Source: an optimization exercise on an open RTL-to-GDS flow (aim: small area). Production flows keep margins and buffers that such runs may drop. In this exercise RTL edits were held to simulation tests only and were not proved equivalent to the original.

## flow/design.v (module list and top-level ports; edited modules follow where they fit)
// module cordic: 2466 lines
module cordic #(
    parameter INPUT_DATA_WIDTH = 16,
    parameter ITERATIONS = 16
)(
    input wire i_clk,
    input wire i_resetn,
    input wire signed [INPUT_DATA_WIDTH - 1:0] i_xIn,
    input wire signed [INPUT_DATA_WIDTH - 1:0] i_yIn,
    input wire signed [31:0] i_angle,
    output reg signed [INPUT_DATA_WIDTH:0] o_xOut,
    output reg signed [INPUT_DATA_WIDTH:0] o_yOut
);
  // ...
==> flow/run.sh <==
#!/bin/bash
# synth_recipe.tcl (not shown) runs the flow's synth.tcl, then flattens the netlist and writes it again
# the make line also repeats each setting of config.mk as NAME=value (left out here)
make -C /OpenROAD-flow-scripts/flow DESIGN_CONFIG=/design/flow/config.mk WORK_HOME=/design/flow/orfs CLKGATE_MAP_FILE= SYNTH_SCRIPT=/design/flow/synth_recipe.tcl finish
==> flow/config.mk <==
export PLATFORM = sky130hd
export DESIGN_NAME = cordic
export DESIGN_NICKNAME = cordic
export VERILOG_FILES = /design/flow/design.v
export SDC_FILE = /design/flow/constraint.sdc
export NUM_CORES = 4
export LEC_CHECK = 0
export CAP_MARGIN = 20
export CORE_MARGIN = 2
export CORE_UTILIZATION = 55
export CTS_BUF_LIST = sky130_fd_sc_hd__clkbuf_8
export SLEW_MARGIN = 20
==> flow/constraint.sdc <==
create_clock -name core_clock -period 5.5 [get_ports {i_clk}]
set_input_delay 1.1000 -clock core_clock [delete_from_list [all_inputs] [get_ports {i_clk}]]
set_output_delay 1.1000 -clock core_clock [all_outputs]
set_load 0.01 [all_outputs]
==> results.toml, run 1 <==
[sta]
rsz0062_at_grt = "no"
fin_crit_sh = 0.9213
finalSetupTns_ns = 0

[yosys]
synth_commonest_cells = "937 x dfxtp_1, 691 x inv_1, 658 x fa_1, 490 x xnor2_1, 319 x xor2_1"
synth_fp_nets = 5109
synthArstFlopShare = 0.03502
yosysTopAreaCell = "dfxtp_1"
synth_flop_cell = "dfxtp_1"

[finish]
buffers = 146
mostFrequentLayoutCells = "934 x dfxtp_1, 749 x inv_1, 658 x fa_1, 490 x xnor2_1, 318 x xor2_1"
fillers = 7321
stdcell_count = 5735
syn_to_final_growth_pct = 12.13

[place]
dp_slack_ns = 0.3994

[detailed_routing]
vias_per_cell = 4.594
drtAntennaViolNets = 0
drc = 0

[global_route]
grtUsageMet2 = 0.3331

[worst_setup_path]
critPathBufInv = 1
regToRegSetupSlack_ns = 0.43

[hold_path]
min_to = "o_yOut[8]$_DFF_P_"

[floorplanning]
io_pins = 100

[run_status]
status = "timing/DRC/antenna clean"

[clock_tree]
postCtsSetupBuffers = 0
==> run 2, diff against run 1 <==
--- a/flow/config.mk
+++ b/flow/config.mk
@@ -8,5 +8,5 @@
 export CAP_MARGIN = 20
 export CORE_MARGIN = 2
-export CORE_UTILIZATION = 55
-export CTS_BUF_LIST = sky130_fd_sc_hd__clkbuf_8
+export CORE_UTILIZATION = 65
+export CTS_BUF_LIST = sky130_fd_sc_hd__clkbuf_4
 export SLEW_MARGIN = 20
==> run 2 against run 1 <==
Compared with the run above:
- fmax decreased by 0.69%
- clock-buffer cell count is 174 higher
- register-to-register slack got worse by 0.04 ns
==> results.toml, run 2 <==
[yosys]
synth_top_area_share = 0.3764
synth_fp_nets = 5109
ys_seq_area_frac = 0.3935
synthArstFlopShare = 0.03502
synth_area_per_cell_um2 = 11.91
synth_cell_type_count = 75
syn_inst = 4185
synth-edff-count = 0
synth_flop_cell = "dfxtp_1"
synth_commonest_cells = "937 x dfxtp_1, 691 x inv_1, 658 x fa_1, 490 x xnor2_1, 319 x xor2_1"
synth_top_cells_by_area = "dfxtp_1 38%, fa_1 26%, xnor2_1 8.6%"
synth.most_common_cell = "dfxtp_1"
synth_seq_cells = 971
yosysTopAreaCell = "dfxtp_1"
netlist_area_mm2 = 0.04983
yosysWarnings = 1

[sta]
slew_headroom = 0.3035
final.min_clock_period_ns = 5.102
rsz0062_at_grt = "no"
worst_slew_pin_slew_ns = 1.045
worst_clock_skew_ns = 0.09287
fin_crit_sh = 0.9277
timing.final.hold_violations = 0
timing.fmax_mhz = 196.0
finalSetupTns_ns = 0
slew_violations = 0
setup_viol = 0

[worst_setup_path]
cp_top_family = "adder cells"
timing.rr.end = "r_yn16[16]$_DFF_P_"
cp_common_cell = "fa_1"
worstRegToRegCells = 14
cp-endpoint = "r_yn16[16]$_DFF_P_"
cp_data_arrival_time_ns = 6.01
slowest_delay_ns = 0.45
worst-setup-path-type = "flip-flop to flip-flop"
timing.rr.start = "r_xn15[15]$_DFF_P_"
timing.critical_path.from = "r_xn15[15]$_DFF_P_"
crit_slowest_cell = "fa_1"
cp.depth = 14
cp_max_fo = 5
critPathBufInv = 1
end_kind = "flip-flop"
start_kind = "flip-flop"
path_cells = "mux2_2 -> fa_1 -> fa_1 -> fa_1 -> fa_1 -> fa_1 -> fa_1 -> fa_1 -> inv_1 -> fa_1 -> nand3_1 -> or3_1 -> nor4_1 -> xnor2_1"
required_ns = 6.40
regToRegSetupSlack_ns = 0.40

[clock_tree]
path_clk_slew_ns = 0.07
clock_latency_ns = 1.05
postCtsSetupBuffers = 0
cts_root_buf = "clkbuf_4"
postCtsHoldBufs = 0
cts_sinks = 971
numCtsBuffers = 277
cts.htree.levels = 5
cts_buffer_depth = 4
cts_resized = 0
cts_tree = "built"

[global_route]
grt.total_usage = 0.2083
antenna_found_initial = 2
overflow = 0
grt_start_max_net_pins = 54
grt_pass1_vias = 29530
grt_pass1_wl_um = 132600

[finish]
syn_to_final_growth_pct = 11.36
fillers = 5566
top_regs = "r_a1 (30), r_bn2 (30), r_bn3 (29)"
final_util = 0.7307
mostFrequentLayoutCells = "934 x dfxtp_1, 691 x inv_1, 658 x fa_1, 490 x xnor2_1, 387 x clkbuf_4"
final_area_mm2 = 0.05549
final_common_cell = "dfxtp_1"
drive_gt1_frac = 0.1088
final_net_count = 5455

[detailed_routing]
avgRoutedWirePerCell_um = 12.97
drtAntennaViolNets = 0
drt_first_pass_iters = 4
finalWirelength_um = 74330
drc = 0
drt_first_iter_violations = 821
vias = 27240
vias_per_cell = 4.753

[hold_path]
hold_path_class = "flip-flop to flip-flop"

[run_status]
status = "timing/DRC/antenna clean"

[floorplanning]
die_area_mm2 = 0.07890
dieWidth_um = 280.9
initial_core_util = 0.6561
num_rows = 101
fp.dieH_um = 280.9
io_pins = 100
core_area_mm2 = 0.07595

[place]
port-buffer-count = 99
gp_congestion = 0.8277
dpl_cell_area_mm2 = 0.05217
hpwl_um = 59740

[run]
drv_cap = 0
==> run 2: cell counts after synthesis <==
Identical to the previous run, type by type.
==> run 2: per-layer routing <==
layer / GRT usage / up-vias / share of wire / routed length, um
met5: 0 / - / 0 / 0
met4: 0.08350 / 0 / 0.025 / 1859
met3: 0.03940 / 157 / 0.033 / 2475
met2: 0.3865 / 383 / 0.54 / 39790
met1: 0.2349 / 13040 / 0.41 / 30210
li1: - / 13660 / - / -
==> run 2: cells by family (layout without fill, tap and decap cells) <==
family	after synthesis	count (layout)	synth area share
adder cells (fa/ha/maj)	858	858	0.3146
buffers and inverters	769	1280	0.05795
multiplexers	43	43	0.009164
flip-flops	971	971	0.3935
AO/OA/AOI/OAI	174	174	0.02305
other	0	5	0
AND/OR/NAND/NOR	561	561	0.05961
XOR/XNOR	809	809	0.1422
==> run 2: cell type report <==
type                    count  area [um^2]  share of cell area
flip-flops and latches    971        19610              0.3534
clock buffers             387         2905             0.05235
diodes                      5        12.51           0.0002255
repair buffers            144         1324             0.02385
multi-input cells        2445        27340              0.4927
well taps                1030         1289             0.02322
inverters                 692         2597             0.04681
clock inverters            57        409.1            0.007373
==> run 2: how the worst min path moves through the flow <==
| stage | from | endpoint | cells after the start |
|---|---|---|---|
| 2_1_floorplan | r_bn15[16]$_DFF_P_ | r_dd15$_DFF_P_ | 0 |
| 3_3_place_gp | r_xn16[4]$_DFF_P_ | o_xOut[4]$_DFF_P_ | 1 |
| 3_5_place_dp | r_yn16[11]$_DFF_P_ | o_yOut[11]$_DFF_P_ | 1 |
| 4_1_cts | r_yn16[0]$_DFF_P_ | o_yOut[0]$_DFF_P_ | 1 |
| 5_1_grt | r_yn16[0]$_DFF_P_ | o_yOut[0]$_DFF_P_ | 1 |
| 6_report | r_yn16[0]$_DFF_P_ | o_yOut[0]$_DFF_P_ | 1 |
==> run 2: through the flow <==
stage | hold slack (ns) | setup slack, ns | cells
finish | 0.3347 | 0.3979 | 5731
global placement | 0.3380 | 0.4096 | 5282
global route | 0.3621 | 0.03899 | 5731
detailed placement | 0.3415 | 0.3892 | 5282
CTS | 0.3411 | 0.3388 | 5726
floorplan | 0.3096 | 0.1642 | 4185
==> run 3, diff against run 2 <==
--- a/flow/config.mk
+++ b/flow/config.mk
@@ -8,5 +8,6 @@
 export CAP_MARGIN = 20
 export CORE_MARGIN = 2
-export CORE_UTILIZATION = 65
-export CTS_BUF_LIST = sky130_fd_sc_hd__clkbuf_4
+export CORE_UTILIZATION = 60
+export CTS_CLUSTER_DIAMETER = 60
+export CTS_CLUSTER_SIZE = 20
 export SLEW_MARGIN = 20
==> run 3 against run 2 <==
Compared with the run above:
- synthesized cell count stayed put
- first-iteration DRC count is 19% lower
- sequential cell count did not move
- worst setup slack improved by 0.017 ns
- worst hold slack gained 0.023 ns
- non-clock buffer count is 1 higher
- die area increased by 8.2%
- global-route usage is 1.9 points lower
- sequential share of layout area is 0.37 points higher
==> results.toml, run 3 <==
[global_route]
antenna_found_initial = 0
grt_pass1_vias = 27820
grt.total_usage = 0.1889
grt_pass1_wl_um = 130400
grt_start_max_net_pins = 44
overflow = 0

[sta]
slew_violations = 0
worst_slew_pin_slew_ns = 1.029
fin_crit_sh = 0.9245
rsz0062_at_grt = "no"
timing.final.hold_violations = 0
finalSetupTns_ns = 0
worst_clock_skew_ns = 0.01978
slew_headroom = 0.3075
final.min_clock_period_ns = 5.085
timing.fmax_mhz = 196.7
setup_viol = 0

[yosys]
synthArstFlopShare = 0.03502
synth_cell_type_count = 75
syn_inst = 4185
synth_top_area_share = 0.3764
synth-edff-count = 0
synth_seq_cells = 971
synth.most_common_cell = "dfxtp_1"
yosysWarnings = 1
synth_commonest_cells = "937 x dfxtp_1, 691 x inv_1, 658 x fa_1, 490 x xnor2_1, 319 x xor2_1"
ys_seq_area_frac = 0.3935
synth_area_per_cell_um2 = 11.91
synth_fp_nets = 5109
synth_flop_cell = "dfxtp_1"
synth_top_cells_by_area = "dfxtp_1 38%, fa_1 26%, xnor2_1 8.6%"
netlist_area_mm2 = 0.04983
yosysTopAreaCell = "dfxtp_1"

[worst_setup_path]
cp_max_fo = 5
slowest_delay_ns = 0.45
worst-setup-path-type = "flip-flop to flip-flop"
path_cells = "mux2_2 -> fa_1 -> fa_1 -> fa_1 -> fa_1 -> fa_1 -> fa_1 -> fa_1 -> inv_1 -> fa_1 -> nand3_1 -> or3_1 -> nor4_1 -> xnor2_1"
cp_data_arrival_time_ns = 5.59
start_kind = "flip-flop"
worstRegToRegCells = 14
cp_common_cell = "fa_1"
critPathBufInv = 1
regToRegSetupSlack_ns = 0.42
end_kind = "flip-flop"
timing.rr.start = "r_xn15[15]$_DFF_P_"
cp_top_family = "adder cells"
required_ns = 6.00
timing.rr.end = "r_yn16[16]$_DFF_P_"
crit_slowest_cell = "fa_1"

[finish]
drive_gt1_frac = 0.05376
mostFrequentLayoutCells = "934 x dfxtp_1, 691 x inv_1, 658 x fa_1, 490 x xnor2_1, 318 x xor2_1"
final_net_count = 5256
final_util = 0.6688
top_regs = "r_a1 (30), r_bn2 (30), r_bn3 (29)"
insertedDiodeCount = 0
syn_to_final_growth_pct = 10.20
fillers = 6407
final_common_cell = "dfxtp_1"

[clock_tree]
numCtsBuffers = 77
cts.htree.levels = 3
clock_latency_ns = 0.62
postCtsSetupBuffers = 0
cts_root_buf = "clkbuf_16"
cts_tree = "built"
cts_buffer_depth = 3
path_clk_slew_ns = 0.08
cts_sinks = 971
cts_resized = 0
postCtsHoldBufs = 0

[detailed_routing]
avgRoutedWirePerCell_um = 13.58
finalWirelength_um = 74160
drt_first_iter_violations = 664
vias_per_cell = 4.763
vias = 26010
drc = 0
drt_first_pass_iters = 5
drtAntennaViolNets = 0

[run_status]
status = "timing/DRC/antenna clean"

[place]
port-buffer-count = 99
hpwl_um = 61340
gp_congestion = 0.8305

[floorplanning]
die_area_mm2 = 0.08538
dieWidth_um = 292.2
num_rows = 105
fp.dieH_um = 292.2
initial_core_util = 0.6069
io_pins = 100
core_area_mm2 = 0.08211

[hold_path]
hold_path_class = "flip-flop to flip-flop"
whs_path_depth = 1
hp-start = "r_yn16[7]$_DFF_P_"
min_to = "o_yOut[7]$_DFF_P_"

[run]
drv_cap = 0
## run 3: cell families (layout without fill, tap and decap cells)
| kind of cell | after synthesis | after routing | share of synthesized area |
|---|---|---|---|
| flops | 971 | 971 | 0.3935 |
| fa+ha+maj | 858 | 858 | 0.3146 |
| xor+xnor | 809 | 809 | 0.1422 |
| buf+inv | 769 | 974 | 0.05795 |
| simple gates | 561 | 561 | 0.05961 |
| compound gates | 174 | 174 | 0.02305 |
| mux | 43 | 43 | 0.009164 |
## run 3: final cells by class
| cell class | count | area, um^2 | share of cell area |
|---|---|---|---|
| Timing Repair Buffer | 145 | 1331 | 0.02424 |
| Multi-Input combinational cell | 2445 | 27340 | 0.4979 |
| Inverter | 692 | 2597 | 0.04730 |
| Clock buffer | 87 | 2069 | 0.03769 |
| Clock inverter | 50 | 620.6 | 0.01130 |
| Sequential cell | 971 | 19610 | 0.3572 |
| Tap cell | 1070 | 1339 | 0.02438 |
## run 3: worst max-delay path by stage
stage	start	end	slack (ns)	cells after the start
6_report	r_xn15[15]$_DFF_P_	r_yn16[16]$_DFF_P_	0.42	14
5_1_grt	r_xn15[15]$_DFF_P_	r_yn16[16]$_DFF_P_	0.08	14
4_1_cts	r_xn15[15]$_DFF_P_	r_yn16[16]$_DFF_P_	0.35	14
3_5_place_dp	r_xn15[15]$_DFF_P_	r_yn16[16]$_DFF_P_	0.38	14
3_3_place_gp	r_xn15[15]$_DFF_P_	r_yn16[16]$_DFF_P_	0.43	14
2_1_floorplan	r_dd2$_DFF_P_	r_xn3[16]$_DFF_P_	0.16	18
## run 3: stage by stage
stage          hold slack (ns)  worst slack (ns)  instance area [um^2]  std cells
2_1_floorplan           0.3096            0.1642                 49830       4185
6_report                0.3575            0.4152                 54910       5460
3_5_place_dp            0.3415            0.3811                 52220       5323
5_1_grt                 0.3697           0.08409                 54910       5460
4_1_cts                 0.3596            0.3514                 54910       5460
3_3_place_gp            0.3383            0.4277                 52220       5323
## run 3: per-layer routing
metal | GRT usage | vias to the layer above | part of all wire
met5 | 0 | - | 0
met4 | 0.04664 | 0 | 0.024
met3 | 0.02991 | 120 | 0.035
met2 | 0.3603 | 281 | 0.53
met1 | 0.2198 | 12510 | 0.41
li1 | - | 13100 | -
==> run 4, diff against run 3 <==
--- a/flow/config.mk
+++ b/flow/config.mk
@@ -9,5 +9,5 @@
 export CORE_MARGIN = 2
 export CORE_UTILIZATION = 60
-export CTS_CLUSTER_DIAMETER = 60
-export CTS_CLUSTER_SIZE = 20
+export CTS_CLUSTER_DIAMETER = 80
+export CTS_CLUSTER_SIZE = 25
 export SLEW_MARGIN = 20
==> run 4 against run 3 <==
Compared with the run above:
- still clean on timing, DRC and antenna
- clock-buffer cell count fell by 31
- non-clock buffer count did not move
- first-iteration DRC count rose by 1.7%
- critical path type unchanged
==> results.toml, run 4 <==
[run_status]
status = "timing/DRC/antenna clean"

[place]
hpwl_um = 61340
dpl.cell_count = 5323
port-buffer-count = 99
gp_congestion = 0.8305

[worst_setup_path]
required_ns = 6.02
slowest_delay_ns = 0.45
end_kind = "flip-flop"
path_cells = "mux2_2 -> fa_1 -> fa_1 -> fa_1 -> fa_1 -> fa_1 -> fa_1 -> fa_1 -> inv_1 -> fa_1 -> nand3_1 -> or3_1 -> nor4_1 -> xnor2_1"
cp_data_arrival_time_ns = 5.61
cp_common_cell = "fa_1"
crit_slowest_cell = "fa_1"
worst-setup-path-type = "flip-flop to flip-flop"
cp_max_fo = 5
start_kind = "flip-flop"

[yosys]
synth_area_per_cell_um2 = 11.91
synth_commonest_cells = "937 x dfxtp_1, 691 x inv_1, 658 x fa_1, 490 x xnor2_1, 319 x xor2_1"
syn_inst = 4185
synth_top_area_share = 0.3764
synth.most_common_cell = "dfxtp_1"
netlist_area_mm2 = 0.04983
synth_top_cells_by_area = "dfxtp_1 38%, fa_1 26%, xnor2_1 8.6%"
synthArstFlopShare = 0.03502
synth_flop_cell = "dfxtp_1"
synth-edff-count = 0
synth_fp_nets = 5109
synth_cell_type_count = 75
yosysWarnings = 1
ys_seq_area_frac = 0.3935
yosysTopAreaCell = "dfxtp_1"
synth_seq_cells = 971

[finish]
drive_gt1_frac = 0.04067
mostFrequentLayoutCells = "934 x dfxtp_1, 691 x inv_1, 658 x fa_1, 490 x xnor2_1, 318 x xor2_1"
final_util = 0.6560
top_regs = "r_a1 (30), r_bn2 (30), r_bn3 (29)"
insertedDiodeCount = 0
final_common_cell = "dfxtp_1"
fillers = 6531
syn_to_final_growth_pct = 8.095
final_net_count = 5228
stdcell_count = 5398

[clock_tree]
cts_resized = 0
postCtsSetupBuffers = 0
cts_buffer_depth = 3
cts_sinks = 971
clock_latency_ns = 0.64
numCtsBuffers = 49
postCtsHoldBufs = 0
cts_root_buf = "clkbuf_16"
cts.htree.levels = 2
cts_tree = "built"
path_clk_slew_ns = 0.09

[sta]
setup_viol = 0
slew_violations = 0
final.min_clock_period_ns = 5.096
fin_crit_sh = 0.9265
slew_headroom = 0.3225
worst_clock_skew_ns = 0.02620
finalSetupTns_ns = 0
worst_slew_pin_slew_ns = 1.007
timing.fmax_mhz = 196.2
rsz0062_at_grt = "no"
timing.final.hold_violations = 0
holdWs_ns = 0.3567

[run]
drv_cap = 0

[detailed_routing]
avgRoutedWirePerCell_um = 13.56
vias = 25670
drc = 0
finalWirelength_um = 73220
drt_first_iter_violations = 675
drt_first_pass_iters = 5
drtAntennaViolNets = 0
vias_per_cell = 4.755

[global_route]
grt_pass1_vias = 27320
antenna_found_initial = 0
grt.total_usage = 0.1856
grt_start_max_net_pins = 44
grt_pass1_wl_um = 128800
overflow = 0

[floorplanning]
dieWidth_um = 292.2
core_area_mm2 = 0.08211
initial_core_util = 0.6069
io_pins = 100
die_area_mm2 = 0.08538
fp.dieH_um = 292.2
num_rows = 105

[hold_path]
hold_path_class = "flip-flop to flip-flop"
run 4: worst max-delay path, delay by kind of cell (launching register included):
kind | cells | cell delay [ns]
mux | 1 | 0.37
xor+xnor | 1 | 0.11
simple gates | 3 | 0.79
fa+ha+maj | 8 | 3.22
buf+inv | 1 | 0.08
flops | 1 | 0.41
run 4: kinds of logic after synthesis:
group           count (synthesis)  share of synthesized area
flops                         971                     0.3935
fa+ha+maj                     858                     0.3146
xor+xnor                      809                     0.1422
buf+inv                       769                    0.05795
simple gates                  561                    0.05961
compound gates                174                    0.02305
mux                            43                   0.009164
run 4: area by class of cell:
| type | instances | area (um^2) | area share |
|---|---|---|---|
| clock buffer | 56 | 1325 | 0.02460 |
| inverter | 692 | 2597 | 0.04822 |
| timing repair buffer | 145 | 1331 | 0.02471 |
| sequential | 971 | 19610 | 0.3641 |
| tap | 1070 | 1339 | 0.02485 |
| clock inverter | 19 | 317.8 | 0.005900 |
| multi-input combinational | 2445 | 27340 | 0.5076 |
run 4: worst paths after layout:
check,from,to,slack (ns),depth (start not counted)
max in group asynchronous,i_resetn,r_y0[0]$_DFF_PN0_,4.33,2
max,r_xn15[15]$_DFF_P_,r_yn16[16]$_DFF_P_,0.40,14
min,r_yn16[14]$_DFF_P_,o_yOut[14]$_DFF_P_,0.36,1
min reg2reg,r_yn16[14]$_DFF_P_,o_yOut[14]$_DFF_P_,0.36,1
max reg2reg,r_xn15[15]$_DFF_P_,r_yn16[16]$_DFF_P_,0.40,14
min in group asynchronous,i_resetn,r_y0[15]$_DFF_PN0_,0.85,2
run 4: layer usage:
layer,wire [um],track usage
met5,0,0
met1,30470,0.2206
met2,39210,0.3569
met3,2090,0.02154
met4,1447,0.04174
run 4: per-stage QoR:
step	setup slack, ns	cell area (um^2)
finish	0.4043	53870
global route	0.06623	53870
CTS	0.3386	53870
detailed placement	0.3811	52220
global placement	0.4277	52220
floorplan	0.1642	49830
==> run 5, diff against run 4 <==
--- a/flow/config.mk
+++ b/flow/config.mk
@@ -9,5 +9,5 @@
 export CORE_MARGIN = 2
 export CORE_UTILIZATION = 60
-export CTS_CLUSTER_DIAMETER = 80
-export CTS_CLUSTER_SIZE = 25
+export CTS_CLUSTER_DIAMETER = 100
+export CTS_CLUSTER_SIZE = 32
 export SLEW_MARGIN = 20
==> run 5 against run 4 <==
Compared with the run above:
- clock skew grew 0.0030 ns
- wire length shrank 0.61%
- area after synthesis is the same
- critical path depth grew 1
- final cell count shrank 0.35%
- worst hold slack is essentially flat
- fmax grew 0.20%
- largest cell class unchanged
- via count shrank 0.20%
- core utilization shrank 0.59 points
==> results.toml, run 5 <==
[yosys]
ys_seq_area_frac = 0.3935
synth_fp_nets = 5109
synth_area_per_cell_um2 = 11.91
netlist_area_mm2 = 0.04983
synth_commonest_cells = "937 x dfxtp_1, 691 x inv_1, 658 x fa_1, 490 x xnor2_1, 319 x xor2_1"
synth_top_area_share = 0.3764
synth_flop_cell = "dfxtp_1"
yosysTopAreaCell = "dfxtp_1"
synth.most_common_cell = "dfxtp_1"
synthArstFlopShare = 0.03502
synth_cell_type_count = 75
syn_inst = 4185
yosysWarnings = 1
synth_top_cells_by_area = "dfxtp_1 38%, fa_1 26%, xnor2_1 8.6%"
synth-edff-count = 0
synth_seq_cells = 971

[floorplanning]
dieWidth_um = 292.2
io_pins = 100
fp.dieH_um = 292.2
num_rows = 105
initial_core_util = 0.6069
core_area_mm2 = 0.08211
die_area_mm2 = 0.08538

[place]
gp_congestion = 0.8305
port-buffer-count = 99
hpwl_um = 61340
dpl.cell_count = 5323

[sta]
setup_viol = 0
rsz0062_at_grt = "no"
slew_headroom = 0.3416
timing.fmax_mhz = 196.6
finalSetupTns_ns = 0
worst_slew_pin_slew_ns = 0.9785
final.min_clock_period_ns = 5.085
timing.final.hold_violations = 0
slew_violations = 0
worst_clock_skew_ns = 0.02920
fin_crit_sh = 0.9246

[detailed_routing]
finalWirelength_um = 72780
drc = 0
vias_per_cell = 4.762
vias = 25620
avgRoutedWirePerCell_um = 13.53
drt_first_pass_iters = 5
drt_first_iter_violations = 779
drtAntennaViolNets = 0

[worst_setup_path]
timing.rr.end = "r_xn16[15]$_DFF_P_"
worst-setup-path-type = "flip-flop to flip-flop"
timing.critical_path.from = "r_dd15$_DFF_P_"
worstRegToRegCells = 15
crit_slowest_cell = "xnor2_1"
cp_common_cell = "fa_1"
timing.rr.start = "r_dd15$_DFF_P_"
cp-endpoint = "r_xn16[15]$_DFF_P_"
regToRegSetupSlack_ns = 0.41
cp_data_arrival_time_ns = 5.63
path_cells = "xnor2_1 -> inv_1 -> fa_1 -> fa_1 -> fa_1 -> fa_1 -> fa_1 -> fa_1 -> fa_1 -> inv_1 -> fa_1 -> nand3_1 -> or3_1 -> nor3_1 -> xor2_1"
required_ns = 6.05
end_kind = "flip-flop"
start_kind = "flip-flop"
slowest_delay_ns = 0.46
cp_max_fo = 5

[finish]
stdcell_count = 5379
final_util = 0.6501
final_net_count = 5217
syn_to_final_growth_pct = 7.121
insertedDiodeCount = 0
fillers = 6585
drive_gt1_frac = 0.03597
final_common_cell = "dfxtp_1"
mostFrequentLayoutCells = "934 x dfxtp_1, 691 x inv_1, 658 x fa_1, 490 x xnor2_1, 318 x xor2_1"
top_regs = "r_a1 (30), r_bn2 (30), r_bn3 (29)"

[global_route]
overflow = 0
grt_pass1_wl_um = 128000
grt.total_usage = 0.1844
antenna_found_initial = 0
grt_start_max_net_pins = 44
grt_pass1_vias = 27200

[clock_tree]
numCtsBuffers = 38
cts_sinks = 971
postCtsHoldBufs = 0
clock_latency_ns = 0.62
cts_buffer_depth = 3
cts_resized = 0
cts.htree.levels = 2
cts_tree = "built"
cts_root_buf = "clkbuf_16"
path_clk_slew_ns = 0.11
postCtsSetupBuffers = 0

[run_status]
status = "timing/DRC/antenna clean"

[hold_path]
hold_path_class = "flip-flop to flip-flop"

[run]
drv_cap = 0
==> run 5: changes by cell type in the layout (fill, tap and decap cells not counted) <==
cell,delta
bufinv_16,-6
clkbuf_1,+2
clkbuf_16,-10
clkbuf_8,-2
clkinv_2,+1
clkinv_4,+1
clkinv_8,-2
clkinvlp_4,-2
inv_12,+2
inv_8,-3
==> run 5: layout make-up <==
| cell class | count | area [um^2] | share of cell area |
|---|---|---|---|
| timing repair buffer | 145 | 1331 | 0.02494 |
| inverter | 692 | 2597 | 0.04866 |
| tap | 1070 | 1339 | 0.02508 |
| clock inverter | 10 | 102.6 | 0.001922 |
| multi-input combinational | 2445 | 27340 | 0.5122 |
| clock buffer | 46 | 1055 | 0.01976 |
| sequential | 971 | 19610 | 0.3674 |
==> run 5: how the worst min path moves through the flow <==
| stage | slack [ns] | cells past startpoint | from | endpoint |
|---|---|---|---|---|
| after floorplan | 0.31 | 0 | r_bn15[16]$_DFF_P_ | r_dd15$_DFF_P_ |
| after global routing | 0.35 | 0 | r_a1[0]$_DFF_P_ | r_bn2[0]$_DFF_P_ |
| after detailed placement | 0.34 | 1 | r_yn16[7]$_DFF_P_ | o_yOut[7]$_DFF_P_ |
| after global placement | 0.34 | 1 | r_xn16[9]$_DFF_P_ | o_xOut[9]$_DFF_P_ |
| after CTS | 0.35 | 0 | r_a1[0]$_DFF_P_ | r_bn2[0]$_DFF_P_ |
| final | 0.36 | 0 | r_a1[0]$_DFF_P_ | r_bn2[0]$_DFF_P_ |
==> run 5: metal layers <==
metal,global-route usage,vias to the layer above,wire (um)
li1,-,12950,-
met1,0.2201,12380,30490
met2,0.3555,220,39070
met3,0.02055,67,1944
met4,0.03860,0,1280
met5,0,-,0
==> run 5: worst max-delay path: cells and delay by family (launching register included) <==
kind,cells,cell delay [ns]
fa+ha+maj,8,2.98
simple gates,3,0.80
xor+xnor,2,0.63
flops,1,0.37
buf+inv,2,0.25
==> run 5: kinds of logic after synthesis <==
family | count (synthesis) | synth area share
buffers and inverters | 769 | 0.05795
and+or+nand+nor | 561 | 0.05961
AOI/OAI and AO/OA | 174 | 0.02305
xor gates and xnor gates | 809 | 0.1422
adders and majority gates | 858 | 0.3146
muxes | 43 | 0.009164
DFF | 971 | 0.3935
==> run 5: through the flow <==
stage / setup WS (ns) / hold WS (ns) / area [um^2]
global route: 0.09621 / 0.3515 / 53380
global placement: 0.4277 / 0.3383 / 52220
finish: 0.4146 / 0.3569 / 53380
detailed placement: 0.3811 / 0.3415 / 52220
floorplan: 0.1642 / 0.3096 / 49830
CTS: 0.3524 / 0.3537 / 53380
==> run 6, diff against run 5 <==
--- a/flow/config.mk
+++ b/flow/config.mk
@@ -9,5 +9,6 @@
 export CORE_MARGIN = 2
 export CORE_UTILIZATION = 60
-export CTS_CLUSTER_DIAMETER = 100
-export CTS_CLUSTER_SIZE = 32
+export CTS_CLUSTER_DIAMETER = 90
+export CTS_CLUSTER_SIZE = 28
+export GPL_TIMING_DRIVEN = 0
 export SLEW_MARGIN = 20
==> run 6 against run 5 <==
Compared with the run above:
- clock-buffer cell count is 3 higher
- design area is 0.62% higher
- fmax is 3.5% lower
- sequential cell count stayed put
- sequential share of layout area is 0.17 points lower
==> results.toml, run 6 <==
[finish]
drive_gt1_frac = 0.04172
final_util = 0.6542
final_net_count = 5246
mostFrequentLayoutCells = "918 x dfxtp_1, 687 x inv_1, 658 x fa_1, 489 x xnor2_1, 311 x xor2_1"
insertedDiodeCount = 0
final_common_cell = "dfxtp_1"
final_area_mm2 = 0.05371
top_regs = "r_a1 (30), r_bn2 (30), r_bn3 (29)"
syn_to_final_growth_pct = 7.788
stdcell_count = 5408

[sta]
rsz0062_at_grt = "no"
timing.fmax_mhz = 189.7
worst_slew_pin_slew_ns = 0.9964
fin_crit_sh = 0.9583
slew_headroom = 0.3349
final.min_clock_period_ns = 5.271
worst_clock_skew_ns = 0.02906
setup_viol = 0
timing.final.hold_violations = 0
slew_violations = 0

[yosys]
synth_top_area_share = 0.3764
synth_seq_cells = 971
synth_fp_nets = 5109
synth.most_common_cell = "dfxtp_1"
netlist_area_mm2 = 0.04983
syn_inst = 4185
synth_flop_cell = "dfxtp_1"
synthArstFlopShare = 0.03502
synth_top_cells_by_area = "dfxtp_1 38%, fa_1 26%, xnor2_1 8.6%"
synth_cell_type_count = 75
synth_area_per_cell_um2 = 11.91
synth_commonest_cells = "937 x dfxtp_1, 691 x inv_1, 658 x fa_1, 490 x xnor2_1, 319 x xor2_1"
synth-edff-count = 0
yosysWarnings = 1
ys_seq_area_frac = 0.3935
yosysTopAreaCell = "dfxtp_1"

[run_status]
status = "timing/DRC/antenna clean"

[worst_setup_path]
worst-setup-path-type = "flip-flop to flip-flop"
regToRegSetupSlack_ns = 0.23
end_kind = "flip-flop"
required_ns = 6.05
start_kind = "flip-flop"
cp_max_fo = 10
cp_data_arrival_time_ns = 5.82

[clock_tree]
cts_buffer_depth = 3
path_clk_slew_ns = 0.10
numCtsBuffers = 43
cts_root_buf = "clkbuf_16"
cts_sinks = 971
cts.htree.levels = 2
clock_latency_ns = 0.62
postCtsHoldBufs = 0
cts_tree = "built"

[hold_path]
hold_path_class = "flip-flop to flip-flop"

[floorplanning]
dieWidth_um = 292.2
die_area_mm2 = 0.08538
initial_core_util = 0.6069
core_area_mm2 = 0.08211
num_rows = 105
io_pins = 100
fp.dieH_um = 292.2

[place]
gp_congestion = 0.8272
hpwl_um = 60710
dpl.cell_count = 5353
dpl_cell_area_mm2 = 0.05220
port-buffer-count = 95

[run]
drv_cap = 0

[detailed_routing]
drc = 0
drt_first_pass_iters = 4
finalWirelength_um = 72980
drtAntennaViolNets = 0
vias = 25770
drt_first_iter_violations = 614
avgRoutedWirePerCell_um = 13.49
vias_per_cell = 4.765

[global_route]
grt.total_usage = 0.1842
grt_pass1_wl_um = 127400
antenna_found_initial = 0
grt_pass1_vias = 27280
grt_start_max_net_pins = 35
overflow = 0
run 6: cell counts after synthesis:
No cell type changed its count.
run 6: logic make-up after synthesis:
family,after synthesis,share of synthesized area
AND/OR/NAND/NOR,561,0.05961
adder cells (fa/ha/maj),858,0.3146
flip-flops,971,0.3935
buffers and inverters,769,0.05795
multiplexers,43,0.009164
XOR/XNOR,809,0.1422
AO/OA/AOI/OAI,174,0.02305
run 6: timing repair:
action,4_1_cts,5_1_grt
setup buffers,4,1
gates resized for setup,41,33
pin swaps,1,0
setup endpoints to repair,124,77
run 6: per-stage QoR:
step | setup TNS, ns | hold WS, ns | worst slack [ns]
5_1_grt | 0 | 0.3483 | 0.001824
2_1_floorplan | 0 | 0.3096 | 0.1642
6_report | 0 | 0.3347 | 0.2292
3_3_place_gp | -32.14 | 0.3220 | -0.7991
4_1_cts | 0 | 0.3403 | 0.004034
3_5_place_dp | -35.90 | 0.3161 | -0.8277
run 6: area by class of cell:
cell class                 instances  area, um^2
fill                            6476       28400
multi-input combinational       2445       27480
sequential                       971       19650
inverter                         692        2614
tap                             1070        1339
clock buffer                      49        1151
timing repair buffer             103        1035
buffer                            66       315.3
clock inverter                    12       132.6
run 6: routing by layer:
layer,routed length (um),share of wire,vias to the layer above,track usage
li1,-,-,13030,-
met1,27380,0.38,12420,0.1936
met2,42000,0.58,226,0.3822
met3,1831,0.025,84,0.01971
met4,1761,0.024,0,0.04526
met5,0,0,-,0
run 6: worst max-delay path, stage by stage (launching register included):
cell and delay [ns]:
dfxtp_1 0.43, clkbuf_1 0.22, buf_6 0.20, clkbuf_8 0.22
mux2i_1 0.11, fa_1 0.39, fa_1 0.40, fa_1 0.40
fa_1 0.39, fa_1 0.40, fa_1 0.40, fa_1 0.37
inv_1 0.07, fa_1 0.23, nand3_1 0.14, or3_1 0.32
clkbuf_1 0.18, nor3_2 0.18, xor2_1 0.16
run 6: final timing paths:
kind                                         start                 end  depth (start not counted)
worst max-delay path                 r_dd2$_DFF_P_   r_xn3[15]$_DFF_P_                         18
worst min-delay path            r_bn15[16]$_DFF_P_      r_dd15$_DFF_P_                          0
worst max register to register       r_dd2$_DFF_P_   r_xn3[15]$_DFF_P_                         18
worst min register to register  r_bn15[16]$_DFF_P_      r_dd15$_DFF_P_                          0
max in group asynchronous                 i_resetn   r_x0[5]$_DFF_PN0_                          1
min in group asynchronous                 i_resetn  r_x0[12]$_DFF_PN0_                          1
==> run 7, diff against run 6 <==
--- a/flow/config.mk
+++ b/flow/config.mk
@@ -8,7 +8,4 @@
 export CAP_MARGIN = 20
 export CORE_MARGIN = 2
-export CORE_UTILIZATION = 60
-export CTS_CLUSTER_DIAMETER = 90
-export CTS_CLUSTER_SIZE = 28
-export GPL_TIMING_DRIVEN = 0
+export CORE_UTILIZATION = 40
 export SLEW_MARGIN = 20
==> run 7 against run 6 <==
Compared with the run above:
- wire length shrank 4.7%
- worst hold slack better by 0.013 ns
- via count is essentially flat
- sequential cell count stayed put
- sequential share of layout area decreased by 2.0 points
- largest cell class unchanged
- fmax grew 4.8%
- non-clock buffer count decreased by 29
==> results.toml, run 7 <==
[clock_tree]
cts_buffer_depth = 3
postCtsHoldBufs = 0
path_clk_slew_ns = 0.06
postCtsSetupBuffers = 0
cts.htree.levels = 3
numCtsBuffers = 104
cts_resized = 0
cts_root_buf = "clkbuf_16"
cts_tree = "built"
cts_sinks = 971
clock_latency_ns = 0.69

[place]
hpwl_um = 56930
port-buffer-count = 99
gp_congestion = 0.8543
dp_slack_ns = 0.3880

[worst_setup_path]
end_kind = "flip-flop"
cp.depth = 14
critPathBufInv = 1
cp_top_family = "adder cells"
start_kind = "flip-flop"
timing.rr.start = "r_xn15[15]$_DFF_P_"
required_ns = 6.07
slowest_delay_ns = 0.44
cp_data_arrival_time_ns = 5.59
cp_max_fo = 5
cp_common_cell = "fa_1"
timing.rr.end = "r_yn16[16]$_DFF_P_"
path_cells = "mux2_2 -> fa_1 -> fa_1 -> fa_1 -> fa_1 -> fa_1 -> fa_1 -> fa_1 -> inv_1 -> fa_1 -> nand3_1 -> or3_1 -> nor4_1 -> xnor2_1"
worst-setup-path-type = "flip-flop to flip-flop"
crit_slowest_cell = "fa_1"
worstRegToRegCells = 14
regToRegSetupSlack_ns = 0.47

[finish]
mostFrequentLayoutCells = "934 x dfxtp_1, 691 x inv_1, 658 x fa_1, 490 x xnor2_1, 318 x xor2_1"
syn_to_final_growth_pct = 13.75
multi_input_area_mm2 = 0.02734
top_regs = "r_a1 (30), r_bn2 (30), r_bn3 (29)"
final_common_cell = "dfxtp_1"
fillers = 11410
seqCellArea_mm2 = 0.01961
final_util = 0.4585
drive_gt1_frac = 0.06146
final_net_count = 5278
insertedDiodeCount = 0

[yosys]
synth_mux_area_frac = 0.009164
synth_flop_cell = "dfxtp_1"
synth-simple-area-share = 0.05961
synth.most_common_cell = "dfxtp_1"
syn_inst = 4185
synth_commonest_cells = "937 x dfxtp_1, 691 x inv_1, 658 x fa_1, 490 x xnor2_1, 319 x xor2_1"
netlist_area_mm2 = 0.04983
synth_fp_nets = 5109
ys_seq_area_frac = 0.3935
yosysWarnings = 1
synth_seq_cells = 971
synth-adder-area-share = 0.3146
synth_top_family_by_area = "adder cells"
synth_cell_type_count = 75
synth-edff-count = 0
synth_top_cells_by_area = "dfxtp_1 38%, fa_1 26%, xnor2_1 8.6%"
synth_xor_area_frac = 0.1422
yosysTopAreaCell = "dfxtp_1"
synth_compound_area_frac = 0.02305
synth_area_per_cell_um2 = 11.91
synth_top_area_share = 0.3764
synthArstFlopShare = 0.03502

[global_route]
antenna_found_initial = 0
overflow = 0
grt_pass1_vias = 27950
grt_pass1_wl_um = 123400
grt_start_max_net_pins = 54
grt.total_usage = 0.1172

[detailed_routing]
avgRoutedWirePerCell_um = 11.45
drc = 0
top_layer = "met4"
drtAntennaViolNets = 0
drt-met1-wl_um = 25450
drt_first_iter_violations = 701
finalWirelength_um = 69580
vias = 25790
vias_per_cell = 4.243
wl_met3_um = 2464
drt_first_pass_iters = 4
wl_met2_um = 39210

[floorplanning]
io_pins = 100
num_rows = 129
dieWidth_um = 357.0
fp.dieH_um = 357.0
core_area_mm2 = 0.1236
initial_core_util = 0.4031
die_area_mm2 = 0.1274

[sta]
timing.fmax_mhz = 198.9
setup_viol = 0
fin_ws_ns = 0.4727
worst_slew_pin_slew_ns = 1.014
rsz0062_at_grt = "no"
slew_headroom = 0.3237
final.min_clock_period_ns = 5.027
worst_clock_skew_ns = 0.02526
slew_violations = 0
timing.final.hold_violations = 0
finalSetupTns_ns = 0
fin_crit_sh = 0.9141

[hold_path]
min_to = "o_xOut[2]$_DFF_P_"
whs_path_depth = 1
hold_path_class = "flip-flop to flip-flop"
hp-start = "r_xn16[2]$_DFF_P_"

[run_status]
status = "timing/DRC/antenna clean"

[run]
drv_cap = 0
-- run 7: cell counts after synthesis --
Identical to the previous run, type by type.
-- run 7: worst max path at each step --
| stage | slack [ns] | start | end |
|---|---|---|---|
| floorplan | 0.16 | r_dd2$_DFF_P_ | r_xn3[16]$_DFF_P_ |
| global placement | 0.41 | r_xn15[15]$_DFF_P_ | r_yn16[16]$_DFF_P_ |
| detailed placement | 0.39 | r_xn15[15]$_DFF_P_ | r_yn16[16]$_DFF_P_ |
| CTS | 0.39 | r_xn15[15]$_DFF_P_ | r_yn16[16]$_DFF_P_ |
| global route | 0.14 | r_xn15[15]$_DFF_P_ | r_yn16[16]$_DFF_P_ |
| finish | 0.47 | r_xn15[15]$_DFF_P_ | r_yn16[16]$_DFF_P_ |
-- run 7: kinds of logic after synthesis --
kind of cell | count (synthesis)
DFF | 971
adders and majority gates | 858
xor gates and xnor gates | 809
buffers and inverters | 769
and+or+nand+nor | 561
AOI/OAI and AO/OA | 174
muxes | 43
-- run 7: layout make-up --
cell class / count / area share
well taps: 1637 / 0.03613
multi-input cells: 2445 / 0.4824
flip-flops and latches: 971 / 0.3460
inverters: 692 / 0.04582
clock buffers: 161 / 0.05680
repair buffers: 140 / 0.02282
clock inverters: 33 / 0.01002
-- run 7: through the flow --
step           hold slack (ns)  cell area (um^2)  instances
3_5_place_dp            0.3408             52900       5885
5_1_grt                 0.3669             56680       6079
3_3_place_gp            0.3395             52900       5885
4_1_cts                 0.3542             56680       6079
2_1_floorplan           0.3096             49830       4185
6_report                0.3474             56680       6079
-- run 7: routing by layer --
metal / track usage / vias to the layer above
met5: 0 / -
met4: 0.04580 / 0
met3: 0.02434 / 159
met2: 0.2390 / 302
met1: 0.1119 / 12140
li1: - / 13190

[afterwards: timing with drivers on the ports]
Ports are ideal in the flow. The routed layouts listed here were re-timed in OpenROAD. Step 1, drivers: a clkbuf_16 drives i_clk and a buf_2 each remaining input, both assumed. Step 2, shift: input delay + t, output delay - t, t = (earliest + latest rising clock arrival at the registers) / 2. This alone moves slack from input paths to output paths. Slacks: no drivers / after step 1 / after step 2; pairs: no drivers / after step 1.
run | t, ns | setup slack, ns | worst setup path at the end | worst data-port slew with drivers (ns) | pins driven straight from the clock port
run 1 | 0.877 | 0.433 / 0.433 / 0.433 | register to register | 0.09 | 1
run 2 | 1.075 | 0.398 / 0.398 / 0.398 | register to register | 0.08 | 1
run 3 | 0.683 | 0.415 / 0.415 / 0.415 | register to register | 0.09 | 1
run 4 | 0.689 | 0.404 / 0.404 / 0.404 | register to register | 0.09 | 1
run 5 | 0.669 | 0.415 / 0.415 / 0.415 | register to register | 0.08 | 1
run 6 | 0.675 | 0.229 / 0.229 / 0.229 | register to register | 0.09 | 1
run 7 | 0.750 | 0.473 / 0.473 / 0.473 | register to register | 0.04 | 1
After both steps setup and hold are still met in every run listed.
